From an optimization exercise on the open Yosys and OpenROAD flow, aimed at small area, a short achievable clock period and few clock cycles; shortcuts taken in it are not production practice. RTL that was checked went through simulation tests only; none was proved equivalent to the original.

## oak
// CVP14
module CVP14(output [15:0] Addr, output RD, output WR, output V, output [15:0] dataOut,
             input Reset, input Clk1, input [15:0] DataIn);
Size: about 10000 cells after synthesis, about 3100 flip-flops.
clock: 20.0 ns
lec_check: 0
cap_margin: 30
core_margin: 2
core_utilization: 40
slew_margin: 30
run.sh (not shown) runs the stock make flow with config.mk's settings and CLKGATE_MAP_FILE= SYNTH_SCRIPT=/design/flow/synth_recipe.tcl, a recipe that flattens the netlist after the stock synthesis.
Testbench counts of oak, summed over its fixed seeds: cycles 82,567.
## Diff of input files: pine against oak
# oak
export LEC_CHECK = 0
export CAP_MARGIN = 30
export CORE_MARGIN = 2
export CORE_UTILIZATION = 40
export SLEW_MARGIN = 30
create_clock -name core_clock -period 20.0 [get_ports {Clk1}]
# pine
export LEC_CHECK = 0
export CAP_MARGIN = 50
export CORE_MARGIN = 2
export CORE_UTILIZATION = 55
export SLEW_MARGIN = 50
create_clock -name core_clock -period 20.0 [get_ports {Clk1}]
Results
Routed wire length per instance, pine vs oak: up by a few percent. pine against oak: met2 routing resource usage after global routing went up 11 points; CTS clock-pin slew for the worst setup and hold paths held; count of placed standard cells in the final layout, fillers left out went down about 7%.
--- input diff pine..birch ---
# pine
export LEC_CHECK = 0
export CAP_MARGIN = 50
export CORE_MARGIN = 2
export CORE_UTILIZATION = 55
export SLEW_MARGIN = 50
create_clock -name core_clock -period 20.0 [get_ports {Clk1}]
# birch
export LEC_CHECK = 0
export CAP_MARGIN = 50
export CORE_MARGIN = 2
export CORE_UTILIZATION = 40
export SLEW_MARGIN = 50
create_clock -name core_clock -period 20.0 [get_ports {Clk1}]
==> comparison <==
- Comparing pine and birch, the lower maximum frequency is on pine.
- Relative to pine, birch improves worst hold slack.
- Sort pine and birch by setup slack desc -> top: birch
- NOTE area of the die pine->birch increased by more than a quarter
- Compared with pine, birch instantiates a larger number of cells.
- birch ended up with dout_q[13] as its worst setup path startpoint; pine ended up with dout_q[12].
- Detailed route wirelength on metal2 ended up 5500 µm higher on birch than on pine.
- Compared with pine, birch shows overall die width that has gone up by more than 10%.


CVP14, a different RTL version from the one above (not shown whole).
Size: ~10,000 cells after synthesis, about 3,100 flip-flops, roughly 53 I/O pins, ~110,000 sq um of cells after synthesis.
export LEC_CHECK = 0
export CAP_MARGIN = 50
export CORE_MARGIN = 2
export CORE_UTILIZATION = 60
export CTS_CLUSTER_DIAMETER = 100
export CTS_CLUSTER_SIZE = 30
export SLEW_MARGIN = 50
create_clock -name core_clock -period 20.0 [get_ports {Clk1}]
standard.sh (not shown) runs the stock make flow with config.mk's settings and CLKGATE_MAP_FILE= SYNTH_SCRIPT=/design/flow/synth_recipe.tcl, a recipe that flattens the netlist after the stock synthesis.
==> flow/flow/run.sh <==
#!/bin/bash
# Layout flow: the standard flow (standard.sh, all steps), except that
# - the buffers buffer_ports puts on every input and output port are
#   sky130_fd_sc_hd__buf_4 cells instead of the resizer's default choice;
# - after the resizer step of placement, outflops.tcl moves the buffer of
#   each output port that a flip-flop drives next to that flip-flop
#   (detailed placement then legalizes both), so the buffer, not the
#   flip-flop, drives the long wire to the edge of the die.
# - repair_timing (after placement, CTS and global routing) works to a setup
#   slack margin of 15 ns: at the design's 20 ns clock every path has far
#   more slack than that needs, so without the margin repair_timing leaves
#   the paths that set the period achieved as they are.
# The make output goes to standard.log; ORFS keeps each step's log under orfs/logs.
set -e
export BUFFER_PORTS_ARGS="-buffer_cell sky130_fd_sc_hd__buf_4"
export POST_RESIZE_TCL="$PWD/flow/outflops.tcl"
export SETUP_SLACK_MARGIN=15
bash standard.sh > standard.log 2>&1
==> flow/flow/outflops.tcl <==
# Move the buffer of every output port that a flip-flop drives (and
# nothing else) onto that flip-flop's location; detailed placement
# legalizes them.
set block [ord::get_db_block]
set moved 0
foreach bterm [$block getBTerms] {
  if { [$bterm getIoType] != "OUTPUT" } { continue }
  set net [$bterm getNet]
  set drv {}
  foreach it [$net getITerms] { if { [$it isOutputSignal] } { lappend drv $it } }
  if { [llength $drv] != 1 } { puts "outflops: [$bterm getName] has no single driver"; continue }
  set buf [[lindex $drv 0] getInst]
  set bin {}
  foreach it [$buf getITerms] { if { [$it isInputSignal] } { lappend bin $it } }
  if { [llength $bin] != 1 } { puts "outflops: [$buf getName] is not a buffer"; continue }
  set inet [[lindex $bin 0] getNet]
  if { [llength [$inet getITerms]] != 2 || [llength [$inet getBTerms]] != 0 } {
    puts "outflops: [$bterm getName]: the buffer's input net has other loads"; continue
  }
  set ff {}
  foreach it [$inet getITerms] { if { [$it isOutputSignal] } { set ff [$it getInst] } }
  if { $ff == {} } { continue }
  set m [[$ff getMaster] getName]
  if { ![string match "*dfxtp*" $m] } { puts "outflops: [$ff getName] is $m, skipped"; continue }
  set loc [$ff getLocation]
  $buf setLocation [lindex $loc 0] [lindex $loc 1]
  incr moved
}
puts "outflops: moved $moved output buffers next to their flip-flops"
Testbench counts at the start, summed over its fixed seeds: cycles 77,450.
Next try:
--- a/flow/flow/run.sh
+++ b/flow/flow/run.sh
@@ -12,2 +12,3 @@
 #   the paths that set the period achieved as they are.
+# - CTS puts buffers on the clock tree's wires every 150 um (CTS_BUF_DISTANCE).
 # The make output goes to standard.log; ORFS keeps each step's log under orfs/logs.
@@ -17,2 +18,3 @@
 export SETUP_SLACK_MARGIN=15
+export CTS_BUF_DISTANCE=150
 bash standard.sh > standard.log 2>&1
- ABC_AREA: not set -> 1
- CORE_UTILIZATION: 60 -> 70
- CTS_CLUSTER_DIAMETER: 100 -> 120
- CTS_CLUSTER_SIZE: 30 -> 24
Result:
- The changed run ran to the end with no violations
- clock-buffer cell count went up by 48
- via count goes up by 16%
- design area decreases by about 1%
- worst hold slack stays flat
- cell count increases by about 13%
- clock skew rose by 0.014 ns
- area after synthesis fell by about 0.9%
- wire length increases by 8.7%
Next try:
==> flow/flow/run.sh (replaced) <==
#!/bin/bash
# Layout flow: the standard flow (standard.sh, all steps), except that
# - the buffers buffer_ports puts on every input and output port are
#   sky130_fd_sc_hd__buf_4 cells instead of the resizer's default choice;
# - after the resizer step of placement, outflops.tcl moves the buffer of
#   each output port that a flip-flop drives next to that flip-flop
#   (detailed placement then legalizes both), so the buffer, not the
#   flip-flop, drives the long wire to the edge of the die.
# The make output goes to standard.log; ORFS keeps each step's log under orfs/logs.
set -e
export BUFFER_PORTS_ARGS="-buffer_cell sky130_fd_sc_hd__buf_4"
export POST_RESIZE_TCL="$PWD/flow/outflops.tcl"
bash standard.sh > standard.log 2>&1
- ABC_AREA: 1 -> not set
- CORE_UTILIZATION: 70 -> 60
Outcome:
- non-clock buffer count rose by 35
- design area rises by 1.5%
Next try:
--- a/flow/flow/run.sh
+++ b/flow/flow/run.sh
@@ -8,2 +8,7 @@
 #   flip-flop, drives the long wire to the edge of the die.
+# - repair_timing (after placement, CTS and global routing) works to a setup
+#   slack margin of 15 ns: at the design's 20 ns clock every path has far
+#   more slack than that needs, so without the margin repair_timing leaves
+#   the paths that set the period achieved as they are.
+# - CTS puts buffers on the clock tree's wires every 80 um (CTS_BUF_DISTANCE).
 # The make output goes to standard.log; ORFS keeps each step's log under orfs/logs.
@@ -12,2 +17,4 @@
 export POST_RESIZE_TCL="$PWD/flow/outflops.tcl"
+export SETUP_SLACK_MARGIN=15
+export CTS_BUF_DISTANCE=80
 bash standard.sh > standard.log 2>&1
=> The new run went through all stages and came out clean; die area is unchanged; setup slack is worse by 0.091 ns; via count rose by 0.39%; critical path depth stays the same.
Next try:
==> flow/flow/run.sh (replaced) <==
#!/bin/bash
# Layout flow: the standard flow (standard.sh, all steps), except that
# - the buffers buffer_ports puts on every input and output port are
#   sky130_fd_sc_hd__buf_4 cells instead of the resizer's default choice;
# - after the resizer step of placement, outflops.tcl moves each flip-flop
#   that drives an output port's buffer next to that buffer (detailed
#   placement then legalizes both), so the flip-flop does not drive a long
#   wire to the edge of the die.
# The make output goes to standard.log; ORFS keeps each step's log under orfs/logs.
set -e
export BUFFER_PORTS_ARGS="-buffer_cell sky130_fd_sc_hd__buf_4"
export POST_RESIZE_TCL="$PWD/flow/outflops.tcl"
bash standard.sh > standard.log 2>&1
--- a/flow/flow/outflops.tcl
+++ b/flow/flow/outflops.tcl
@@ -1,4 +1,3 @@
-# Move the buffer of every output port that a flip-flop drives (and
-# nothing else) onto that flip-flop's location; detailed placement
-# legalizes them.
+# Move every flip-flop that drives an output port's buffer (and nothing
+# else) onto that buffer's location; detailed placement legalizes them.
 set block [ord::get_db_block]
@@ -24,6 +23,6 @@
   if { ![string match "*dfxtp*" $m] } { puts "outflops: [$ff getName] is $m, skipped"; continue }
-  set loc [$ff getLocation]
-  $buf setLocation [lindex $loc 0] [lindex $loc 1]
+  set loc [$buf getLocation]
+  $ff setLocation [lindex $loc 0] [lindex $loc 1]
   incr moved
 }
-puts "outflops: moved $moved output buffers next to their flip-flops"
+puts "outflops: moved $moved flip-flops next to their output buffers"
=> The changed run went through all stages and came out clean. Worst hold slack gains 0.028 ns. Maximum frequency went up by 2.3%. Cell count is about the same. Critical path depth stays the same. Sequential share of layout area went up by 0.18 points. Worst setup slack gains 0.12 ns. Global-route usage stays flat. Routed wire length went down by 0.45%. Die area is unchanged.
Next try:
==> flow/flow/run.sh (replaced) <==
#!/bin/bash
# Layout flow: the standard flow (standard.sh, all steps), except that
# - the buffers buffer_ports puts on every input and output port are
#   sky130_fd_sc_hd__buf_4 cells instead of the resizer's default choice;
# - after the resizer step of placement, outflops.tcl moves the buffer of
#   each output port that a flip-flop drives next to that flip-flop
#   (detailed placement then legalizes both), so the buffer, not the
#   flip-flop, drives the long wire to the edge of the die.
# - repair_timing (after placement, CTS and global routing) works to a setup
#   slack margin of 15 ns: at the design's 20 ns clock every path has far
#   more slack than that needs, so without the margin repair_timing leaves
#   the paths that set the period achieved as they are.
# - CTS puts buffers on the clock tree's wires every 150 um (CTS_BUF_DISTANCE).
# The make output goes to standard.log; ORFS keeps each step's log under orfs/logs.
set -e
export BUFFER_PORTS_ARGS="-buffer_cell sky130_fd_sc_hd__buf_4"
export POST_RESIZE_TCL="$PWD/flow/outflops.tcl"
export SETUP_SLACK_MARGIN=15
export CTS_BUF_DISTANCE=150
bash standard.sh > standard.log 2>&1
--- a/flow/flow/outflops.tcl
+++ b/flow/flow/outflops.tcl
@@ -1,3 +1,4 @@
-# Move every flip-flop that drives an output port's buffer (and nothing
-# else) onto that buffer's location; detailed placement legalizes them.
+# Move the buffer of every output port that a flip-flop drives (and
+# nothing else) onto that flip-flop's location; detailed placement
+# legalizes them.
 set block [ord::get_db_block]
@@ -23,6 +24,6 @@
   if { ![string match "*dfxtp*" $m] } { puts "outflops: [$ff getName] is $m, skipped"; continue }
-  set loc [$buf getLocation]
-  $ff setLocation [lindex $loc 0] [lindex $loc 1]
+  set loc [$ff getLocation]
+  $buf setLocation [lindex $loc 0] [lindex $loc 1]
   incr moved
 }
-puts "outflops: moved $moved flip-flops next to their output buffers"
+puts "outflops: moved $moved output buffers next to their flip-flops"
- ABC_AREA: not set -> 1
- CORE_UTILIZATION: 60 -> 50
- PLACE_DENSITY: not set -> 0.75
Outcome: Final area goes down by about 0.45%. Fmax rises by about 1.2%. Die area is higher by about 19%. Clock skew climbs by 0.018 ns. Synthesized area went down by about 0.9%.


Another version of the RTL of CVP14 (not shown whole).
Size in the first run: roughly 8,600 cells after synthesis, ~2,700 flip-flops, roughly 53 I/O pins, ~0.095 mm2 of cells after synthesis.
Design CVP14, start of the top module:
module CVP14(output [15:0] Addr, output RD, output WR, output V, output [15:0] dataOut,
             input Reset, input Clk1, input [15:0] DataIn);
export LEC_CHECK = 0
export CAP_MARGIN = 30
export CORE_MARGIN = 2
export CORE_UTILIZATION = 40
export SLEW_MARGIN = 30
create_clock -name core_clock -period 20.0 [get_ports {Clk1}]
run.sh (not shown) runs the stock make flow with config.mk's settings and CLKGATE_MAP_FILE= SYNTH_SCRIPT=/design/flow/synth_recipe.tcl, a recipe that flattens the netlist after the stock synthesis.
Stock flow here: none of the scripts above is used.
Edit:
Settings changed: CAP_MARGIN 30 to 80, SLEW_MARGIN 30 to 80.
After rerunning: Fmax increases by about 16%. Wire length went up by 3.5%. Global-route usage came out higher by 0.67 points. Sequential share of layout area falls by 5.1 points.
Function was not checked in any run of this note: the RTL went through the layout flow alone.


## v6
Another version of the RTL of CVP14 (not shown whole).
Size in the first run: roughly 8800 cells after synthesis, about 53 I/O pins, ~110000 um2 of cells after synthesis.
==> flow/config.mk <==
export PLATFORM = sky130hd
export DESIGN_NAME = CVP14
export DESIGN_NICKNAME = CVP14
export VERILOG_FILES = /design/flow/design.v
export SDC_FILE = /design/flow/constraint.sdc
export NUM_CORES = 8
export LEC_CHECK = 0
export CAP_MARGIN = 30
export CORE_MARGIN = 2
export CORE_UTILIZATION = 40
export SLEW_MARGIN = 30
==> flow/constraint.sdc <==
create_clock -name core_clock -period 20.0 [get_ports {Clk1}]
set_input_delay 4.0000 -clock core_clock [delete_from_list [all_inputs] [get_ports {Clk1}]]
set_output_delay 4.0000 -clock core_clock [all_outputs]
set_load 0.01 [all_outputs]
v6 finished every step from synthesis to the final layout, and the layout passed the timing, DRC and antenna checks.
Inputs modified between v6 and v7:
Settings: a change of SLEW_MARGIN from 30 to 80; a change of CAP_MARGIN from 30 to 80.
--- outcome ---
Side by side, final critical-path required period turned out lower in v7 than in v6.
Compared with v6, v7 shows a via density per instance that is 0.54% lower.
No run of this note included a check of the RTL's function; only the layout flow was run.


CVP14, a different RTL version from the one above (not shown whole).
For scale: ~9,200 cells after synthesis, ~3,100 flip-flops, ~110,000 um^2 of cells after synthesis.
export LEC_CHECK = 0
export CAP_MARGIN = 30
export CORE_MARGIN = 2
export CORE_UTILIZATION = 40
export SLEW_MARGIN = 30
create_clock -name core_clock -period 20.0 [get_ports {Clk1}]
The first run ran to the end with no violations.
Next try:
CAP_MARGIN = 80   (was 30)
SLEW_MARGIN = 80   (was 30)
Effect: Sequential cell count stays the same; hold slack improved by 12 ps; global-route usage rises by 0.47 points; worst setup slack gains 430 ps.
No run of this note included a check of the RTL's function; only the layout flow was run.


## 07-02
Another version of the RTL of CVP14 (not shown whole).
For scale: roughly 9200 cells after synthesis, roughly 53 I/O pins, roughly 110000 um2 of cells after synthesis.
// CVP14
module CVP14(output [15:0] Addr, output RD, output WR, output V, output [15:0] dataOut,
             input Reset, input Clk1, input [15:0] DataIn);
make LEC_CHECK=0 CAP_MARGIN=30 CORE_MARGIN=2 CORE_UTILIZATION=40 SLEW_MARGIN=30 finish   # period 20.0 ns
The inputs of 04-12 differ from those of 07-02 as listed below.
# 07-02
export LEC_CHECK = 0
export CAP_MARGIN = 30
export CORE_MARGIN = 2
export CORE_UTILIZATION = 40
export SLEW_MARGIN = 30
create_clock -name core_clock -period 20.0 [get_ports {Clk1}]
# 04-12
export LEC_CHECK = 0
export CAP_MARGIN = 50
export CORE_MARGIN = 2
export CORE_UTILIZATION = 40
export SLEW_MARGIN = 50
create_clock -name core_clock -period 20.0 [get_ports {Clk1}]
## What came out
Number of max-slew violations in the final report: 04-12 vs 07-02, no meaningful difference. Comparing 04-12 and 07-02, the higher met1 routed wirelength after detailed routing was measured on 04-12. The clock skew of 04-12 was inferior to that of 07-02. Diff 07-02 -> 04-12: critical path required time neither gained nor lost much, design area picked up an extra 630 um2, cell total after placement neither gained nor lost much, worst setup slack after layout picked up an extra 0.73 ns. Site row count came out exactly the same in 04-12 and 07-02.
Function was not checked in any run of this note: the RTL went through the layout flow alone.


CVP14, a different RTL version from the one above (not shown whole).
Size: about 9,900 cells after synthesis, about 53 I/O pins, ~0.11 mm^2 of cells after synthesis.
Design CVP14, start of the top module:
module CVP14(output [15:0] Addr, output RD, output WR, output V, output [15:0] dataOut,
             input Reset, input Clk1, input [15:0] DataIn);
Settings: LEC_CHECK=0, CAP_MARGIN=50, CORE_MARGIN=2, CORE_UTILIZATION=40, CTS_CLUSTER_DIAMETER=60, CTS_CLUSTER_SIZE=25, SLEW_MARGIN=50; clock period 20.0 ns.
standard.sh (not shown) runs the stock make flow with config.mk's settings and CLKGATE_MAP_FILE= SYNTH_SCRIPT=/design/flow/synth_recipe.tcl, a recipe that flattens the netlist after the stock synthesis.
==> flow/flow/run.sh <==
#!/bin/bash
# Layout flow: the standard flow (standard.sh, all steps), except that the
# buffers buffer_ports puts on every input and output port are
# sky130_fd_sc_hd__buf_4 cells instead of the resizer's default choice.
# The make output goes to standard.log; ORFS keeps each step's log under orfs/logs.
set -e
export BUFFER_PORTS_ARGS="-buffer_cell sky130_fd_sc_hd__buf_4"
bash standard.sh > standard.log 2>&1
The first run completed without violations.
Testbench counts at the start, summed over its fixed seeds: cycles 81,953.
Next try:
- CTS_CLUSTER_DIAMETER: 60 -> 100
- CTS_CLUSTER_SIZE: 25 -> 30
Result:
- hold slack degrades by 0.050 ns
- design area fell by 1.5%
Next try:
- CTS_CLUSTER_DIAMETER: 100 -> default
- CTS_CLUSTER_SIZE: 30 -> default
What happened:
- synthesized area is unchanged
- setup slack is worse by 0.046 ns
- clock skew is about the same
- die area stays the same
- wire length rose by 1.6%
- register-to-register slack barely changes
- via count rose by 1.8%
- synthesized cell count is unchanged
- global-route usage rose by 0.40 points
- first-iteration DRC count is about the same
Next try:
- CTS_CLUSTER_DIAMETER: default -> 80
- CTS_CLUSTER_SIZE: default -> 20
After rerunning: The changed run completed without violations; worst setup slack gets worse by 0.012 ns; count of clock-buffer cells in the layout went down by 178; sequential cell count does not change; design area goes down by a few percent; worst hold slack is better by 0.031 ns; wire length falls slightly; first-iteration DRC count hardly moves; maximum frequency barely changes.

-- re-timing with driven ports --
No port has a modelled driver above. Below, the same layouts with a new extraction and two added sets of constraints. Step 1: set_driving_cell puts a clkbuf_16 on Clk1 and a buf_2 on each other input, an assumption about the parent block. Step 2 times the ports against the registers' clock, not the clock port: input delays grow and output delays shrink by t, the midpoint of the rising clock arrivals with the driver on. Three values: ideal ports, drivers, drivers and shift; two values: the first two.
run | t, ns | slack for setup (ns) | worst setup path at the end | cell pins on the clock port's net
oak | 0.988 | 14.215 / 14.122 / 14.221 | register to register | 1
pine | 1.005 | 14.162 / 14.074 / 14.527 | register to register | 1
birch | 0.973 | 14.189 / 14.094 / 14.688 | register to register | 1
the first run of note 2 | 0.902 | 14.690 / 14.615 / 15.181 | register to register | 1
the second run of note 2 | 0.873 | 14.686 / 14.599 / 15.071 | input to register | 1
the third run of note 2 | 0.930 | 14.663 / 14.577 / 14.753 | register to register | 1
the fourth run of note 2 | 1.037 | 14.572 / 14.479 / 15.157 | input to register | 1
the fifth run of note 2 | 0.927 | 14.694 / 14.608 / 14.734 | register to register | 1
the sixth run of note 2 | 0.862 | 14.757 / 14.667 / 15.327 | register to register | 1
the first run of note 3 | 0.975 | 10.858 / 10.858 / 10.858 | register to register | 1
the second run of note 3 | 0.990 | 12.092 / 12.092 / 12.092 | register to register | 1
v6 | 1.018 | 11.932 / 11.932 / 11.932 | register to register | 1
v7 | 1.006 | 12.128 / 12.128 / 12.128 | register to register | 1
the first run of note 5 | 0.928 | 13.046 / 13.046 / 12.877 | input to register | 1
the second run of note 5 | 0.940 | 13.477 / 13.477 / 13.343 | input to register | 1
07-02 | 0.919 | 13.006 / 13.045 / 12.126 | input to register | 1
04-12 | 0.910 | 13.741 / 13.780 / 12.869 | input to register | 1
the first run of note 7 | 0.940 | 14.338 / 14.249 / 14.797 | register to register | 1
the second run of note 7 | 0.921 | 14.400 / 14.309 / 14.855 | register to register | 1
the third run of note 7 | 0.934 | 14.353 / 14.267 / 14.874 | register to register | 1
the fourth run of note 7 | 0.925 | 14.341 / 14.253 / 14.788 | register to register | 1
After both steps every run listed still meets setup and hold. For 07-02, which loses most, drivers alone change the setup slack by +0.039 ns; drivers and shift together by -0.880 ns.
